Context: an optimization exercise on an open-source flow, tuned for small area, a short achievable clock period and few clock cycles per item. The choices shown serve that exercise and are no tape-out recipe. In this exercise RTL edits were held to simulation tests only and were not proved equivalent to the original. The clock input has no modelled driver; a real chip could not lean on it and would need a root buffer or a full tree. Power is estimated from default activity; no workload was simulated.

Setup of quartz:
// boron_dec
module boron_dec (
    input  clk, rst, start, input [63:0] plain_text, input [79:0] master_key,
    output reg done, output [63:0] cipher_text
);
Size in the first run: roughly 1300 cells after synthesis, roughly 150 flip-flops, roughly 210 I/O pins.
Settings: LEC_CHECK=0, CAP_MARGIN=20, CORE_MARGIN=2, CORE_UTILIZATION=40, PLACE_DENSITY=0.75, SETUP_SLACK_MARGIN=2.4, SLEW_MARGIN=20; clock period 5.0 ns.
standard.sh (not shown) runs the stock make flow with config.mk's settings and CLKGATE_MAP_FILE= SYNTH_SCRIPT=/design/flow/synth_recipe.tcl, a recipe that flattens the netlist after the stock synthesis.
==> flow/flow/run.sh <==
#!/bin/bash
set -euo pipefail
export BUFFER_PORTS_ARGS="-buffer_cell sky130_fd_sc_hd__buf_1"
export CTS_ARGS="-sink_clustering_enable -repair_clock_nets -buf_list {sky130_fd_sc_hd__clkbuf_4 sky130_fd_sc_hd__clkbuf_8} -dont_use_dummy_load"
bash standard.sh > standard.log 2>&1
Testbench counts of quartz, summed over its fixed seeds: cycles 10,760, items 384.
What nickel does differently from quartz at the input level:
- swapping 2.4 for 2.5 in SETUP_SLACK_MARGIN
==> flow/flow/run.sh <==
#!/bin/bash
set -euo pipefail
export BUFFER_PORTS_ARGS="-buffer_cell sky130_fd_sc_hd__buf_1"
export CTS_ARGS="-sink_clustering_enable -repair_clock_nets -sink_clustering_size 40 -sink_clustering_max_diameter 400 -root_buf sky130_fd_sc_hd__clkbuf_16 -buf_list {sky130_fd_sc_hd__clkbuf_16} -dont_use_dummy_load"
bash standard.sh > standard.log 2>&1
Findings:
- quartz vs nickel, critical path launch point: k[58] vs k[60]
- In nickel, length of routed wiring on met1 is higher than in quartz.
- Per the comparison of nickel with quartz, power share of the sequential group fell 0.7 points, global-route wire length before repair rose 0.92%.
- Total power up 460 uW in nickel wrt quartz
- Between quartz and nickel, number of fill cells in the layout is lower for nickel, quartz comes in above that.
Edits applied to the flow inputs when going from nickel to harbor:
==> flow/flow/run.sh <==
#!/bin/bash
set -euo pipefail
export BUFFER_PORTS_ARGS="-buffer_cell sky130_fd_sc_hd__buf_1"
export CTS_ARGS="-sink_clustering_enable -repair_clock_nets -buf_list {sky130_fd_sc_hd__clkbuf_4 sky130_fd_sc_hd__clkbuf_8} -dont_use_dummy_load"
bash standard.sh > standard.log 2>&1
Notes after the runs:
The final reports for harbor and nickel show clock skew higher in the former. Delta(clock network power share, harbor - nickel) < 0. On count of non-filler cells in the finished layout, harbor and nickel are neck and neck. harbor: number of buffers other than clock buffers in the final layout is 2 higher than what nickel reported. On final cycle utilization of the critical path, the higher figure sits with nickel, not harbor. harbor vs nickel on utilization: harbor is the lower one. Diff nickel -> harbor: hold slack essentially unchanged, maximum clock frequency picked up an extra 2.9%. Final period demand of the worst path | harbor below nickel. Side by side, total power after layout turned out lower in harbor than in nickel.

========
boron_dec, a different RTL version from the one above (not shown whole).
For scale: roughly 1400 cells after synthesis, about 150 flip-flops, roughly 210 I/O pins.
Settings: LEC_CHECK=0, CAP_MARGIN=20, CORE_MARGIN=2, CORE_UTILIZATION=40, CTS_BUF_LIST=sky130_fd_sc_hd__clkbuf_4 sky130_fd_sc_hd__clkbuf_8, SETUP_SLACK_MARGIN=2.8, SLEW_MARGIN=20; clock period 5.0 ns.
==> flow/flow/run.sh <==
#!/bin/bash
set -euo pipefail
export BUFFER_PORTS_ARGS="-buffer_cell sky130_fd_sc_hd__buf_1"
bash standard.sh > standard.log 2>&1
The first run finished with timing, DRC and antenna clean.
Testbench counts at the start, summed over its fixed seeds: cycles 10,760, items 384.
==> next run, changes <==
PLACE_DENSITY = 0.75   (was not set)
SETUP_SLACK_MARGIN = 2.4   (was 2.8)
Maximum frequency falls by 8.1%. Via count falls by 6.7%. Setup slack is worse by 0.21 ns. Routed wire length falls by 13%.
==> next run, changes <==
PLACE_DENSITY = not set   (was 0.75)
SETUP_SLACK_MARGIN = 2.5   (was 2.4)
=> The new run completed without violations; design area rises by 3.3%; worst hold slack improves by 0.011 ns; area after synthesis stays the same; register-to-register slack improves by 0.07 ns; worst setup slack improves by 0.041 ns; routed wire length rises by 2.9%; sequential share of layout area falls by 0.25 points; power rises by 2.0%; combinational power rises by about 2%; fmax rises by 1.6%.
==> next run, changes <==
SETUP_SLACK_MARGIN = 2.2   (was 2.5)
Via count decreases by about 2%. Count of clock-buffer cells in the layout does not change. Setup slack got worse by 0.22 ns. Global-route usage came out lower by 0.27 points. Synthesized area does not change.

========
RTL: one of the versions met above, not the one the previous note started from.
Size in the first run: about 1300 cells after synthesis, ~210 I/O pins, roughly 11000 um2 of cells after synthesis.
export LEC_CHECK = 0
export CAP_MARGIN = 20
export CORE_MARGIN = 2
export CORE_UTILIZATION = 38
export PLACE_DENSITY = 0.75
export SETUP_SLACK_MARGIN = 2.65
export SLEW_MARGIN = 20
create_clock -name core_clock -period 5.0 [get_ports {clk}]
==> flow/flow/run.sh <==
#!/bin/bash
set -euo pipefail
export BUFFER_PORTS_ARGS="-buffer_cell sky130_fd_sc_hd__buf_1"
export CTS_ARGS="-sink_clustering_enable -repair_clock_nets -buf_list {sky130_fd_sc_hd__clkbuf_4 sky130_fd_sc_hd__clkbuf_8} -dont_use_dummy_load"
export POST_CTS_TCL="$PWD/flow/clock4.tcl"
bash standard.sh > standard.log 2>&1
Other scripts of this flow, unchanged in this note and not shown: flow/flow/clock4.tcl
The first run ran to the end with no violations.
Testbench counts at the start, summed over its fixed seeds: cycles 10,760, items 384.
==> next run, changes <==
Settings changed: CORE_UTILIZATION 38 to 40, SETUP_SLACK_MARGIN 2.65 to 2.6.
Result: Synthesized area does not change. Fmax came out lower by 1.5%. Worst setup slack got worse by 0.035 ns. Total power came out lower by 4.3%.
In every run of this note, the design's own scripts or RTL, not TritonCTS, make the clock network.

========
## sierra
Starting RTL as in the previous note.
==> flow/config.mk <==
export PLATFORM = sky130hd
export DESIGN_NAME = boron_dec
export DESIGN_NICKNAME = boron_dec
export VERILOG_FILES = /design/flow/design.v
export SDC_FILE = /design/flow/constraint.sdc
export NUM_CORES = 4
export LEC_CHECK = 0
export CAP_MARGIN = 20
export CORE_MARGIN = 2
export CORE_UTILIZATION = 40
export PLACE_DENSITY = 0.65
export SETUP_SLACK_MARGIN = 2.6
export SLEW_MARGIN = 20
==> flow/constraint.sdc <==
create_clock -name core_clock -period 5.0 [get_ports {clk}]
set_input_delay 1.0000 -clock core_clock [delete_from_list [all_inputs] [get_ports {clk}]]
set_output_delay 1.0000 -clock core_clock [all_outputs]
set_load 0.01 [all_outputs]
Scripts as last shown in full above: flow/flow/run.sh
Other scripts of this flow, unchanged in this note and not shown: flow/flow/clock4.tcl
Testbench counts of sierra, summed over its fixed seeds: cycles 10,760, items 384.
#### Input delta (garnet over sierra)
Settings: a change of PLACE_DENSITY from 0.65 to 0.75; a change of SETUP_SLACK_MARGIN from 2.6 to 2.7.
Findings:
- From sierra to garnet the numbers moved as follows: combinational power went up 8.7%; design area went up about 6%.
- Going from sierra to garnet, highest achievable clock rate grew by a few percent.
- Compared to sierra, garnet shows a wider setup margin.
- The floorplan die height was comparable across sierra and garnet.
No run of this note takes its clock network from TritonCTS; it comes from the design's own scripts or RTL.

========
## oak
Starting RTL as in the previous note.
==> flow/design.v (excerpt) <==
module boron_dec (
    input  clk, rst, start, input [63:0] plain_text, input [79:0] master_key,
    output reg done, output [63:0] cipher_text
);
    function [3:0] sbox(input [3:0] a);
        reg t00, t01, t02, t03, t04, t05, t06, t07, t08, t09, t10, t11, t12, t13, t14, t15, t16, t17, t18, t19;
        begin
            t19 = a[1] ^ a[0];
            t00 = a[2] | t19;
            t01 = ~(a[2] & a[0]);
            t02 = a[3] & t01;
            t03 = ~(t00 & t02);
            t04 = a[2] ? a[0] : a[1];
            t05 = a[3] | ~t04;
            sbox[2] = t03 & t05;
            t06 = ~(a[2] & t19);
            t07 = a[0] & ~a[2];
            t08 = ~(a[3] | t07);
            t09 = ~(t06 & t08);
            t10 = a[2] | a[0];
            t11 = a[1] | ~a[2];
            t12 = a[3] & t10;
            t13 = ~(t11 & t12);
            sbox[1] = ~(t09 & t13);
            t14 = ~(a[1] ^ a[2]);
            t15 = a[3] & ~a[0];
            sbox[0] = ~(t14 ^ t15);
            t16 = a[0] | t11;
            t17 = ~(t08 & t16);
            t18 = t19 | ~t02;
            sbox[3] = ~(t17 & t18);
        end
    endfunction
    function [3:0] isbox(input [3:0] a);
        reg t15, t00, t01, t02, t03, t04, t05, t06, t07, t08, t09, t10, t11, t12, t13, t14;
        begin
            t15 = a[0] | a[1];
            t00 = a[0] & a[1];
            t01 = ~(a[0] & a[1]);
            t02 = a[2] | t00;
            t03 = ~(t15 & t02);
  ...
==> flow/config.mk <==
export PLATFORM = sky130hd
export DESIGN_NAME = boron_dec
export DESIGN_NICKNAME = boron_dec
export VERILOG_FILES = /design/flow/design.v
export SDC_FILE = /design/flow/constraint.sdc
export NUM_CORES = 4
export LEC_CHECK = 0
export CAP_MARGIN = 20
export CORE_MARGIN = 2
export CORE_UTILIZATION = 40
export PLACE_DENSITY = 0.8
export SETUP_SLACK_MARGIN = 2.6
export SLEW_MARGIN = 20
==> flow/constraint.sdc <==
create_clock -name core_clock -period 5.0 [get_ports {clk}]
set_input_delay 1.0000 -clock core_clock [delete_from_list [all_inputs] [get_ports {clk}]]
set_output_delay 1.0000 -clock core_clock [all_outputs]
set_load 0.01 [all_outputs]
Scripts as last shown in full above: flow/flow/run.sh
Other scripts of this flow, unchanged in this note and not shown: flow/flow/clock4.tcl
Both conditions hold for oak: the flow ran to the end and the final layout passed the timing, DRC and antenna checks.
Testbench counts of oak, summed over its fixed seeds: cycles 10,760, items 384.
### oak -> pine
- SETUP_SLACK_MARGIN: 2.6 -> 2.5
- PLACE_DENSITY: 0.8 -> 0.75
### Flow results
- Setup slack: pine less than oak
- Changes observed in pine relative to oak: final period demand of the worst path higher, cell area saw a decrease, overall power after layout shows a reduction of 3.5%, proportion of cell area occupied by multi-input gates dropped 0.35 points, critical path depth lost 3.
- Taking oak as the reference point, the utilization of pine falls by 1.7 points.
- For clock slew seen by the registers of the worst setup and hold paths, pine and oak come out practically identical.
- In the reports for oak and pine, the larger final worst-path cycle share belongs to pine.
- pine vs oak, startpoint-to-endpoint class of the critical path: flop to output pin vs flop to flop
In every run of this note, the design's own scripts or RTL, not TritonCTS, make the clock network.

separate check: timing with driven ports:
The results above use ideal ports. As a check the final layouts listed here were re-extracted and re-timed, cells and wires unchanged. Step 1 sets driving cells, clkbuf_16 on the clock port and buf_2 on the other inputs (assumed; they add their load-dependent delay and slew). Step 2 adds t to the input delays and takes it off the output delays; t is the mean of the earliest and latest rising clock arrival at the registers after step 1. Input paths then give back, and output paths get back, about the clock's delay inside the block. Three values: ideal ports, drivers, drivers and shift; two values: the first two.
| run | shift t [ns] | slack for setup (ns) | worst slew at a driven data input, ns | cell pins on the clock port's net |
|---|---|---|---|---|
| quartz | 0.508 | 2.386 / 2.341 / 2.529 | 0.06 | 1 |
| nickel | 0.471 | 2.437 / 2.390 / 2.580 | 0.06 | 1 |
| harbor | 0.502 | 2.510 / 2.464 / 2.565 | 0.06 | 1 |
| the first run of note 2 | 0.540 | 2.654 / 2.604 / 2.764 | 0.07 | 1 |
| the second run of note 2 | 0.506 | 2.447 / 2.400 / 2.549 | 0.05 | 1 |
| the third run of note 2 | 0.524 | 2.488 / 2.439 / 2.620 | 0.07 | 1 |
| the fourth run of note 2 | 0.522 | 2.271 / 2.223 / 2.396 | 0.08 | 1 |
| the first run of note 3 | 0.375 | 2.706 / 2.658 / 2.706 | 0.05 | 4 |
| the second run of note 3 | 0.371 | 2.671 / 2.589 / 2.717 | 0.06 | 4 |
| sierra | 0.376 | 2.599 / 2.516 / 2.696 | 0.05 | 4 |
| garnet | 0.372 | 2.739 / 2.657 / 2.777 | 0.06 | 4 |
| oak | 0.371 | 2.687 / 2.622 / 2.687 | 0.05 | 4 |
| pine | 0.371 | 2.609 / 2.526 / 2.621 | 0.06 | 4 |
After both steps every run listed still meets setup and hold.
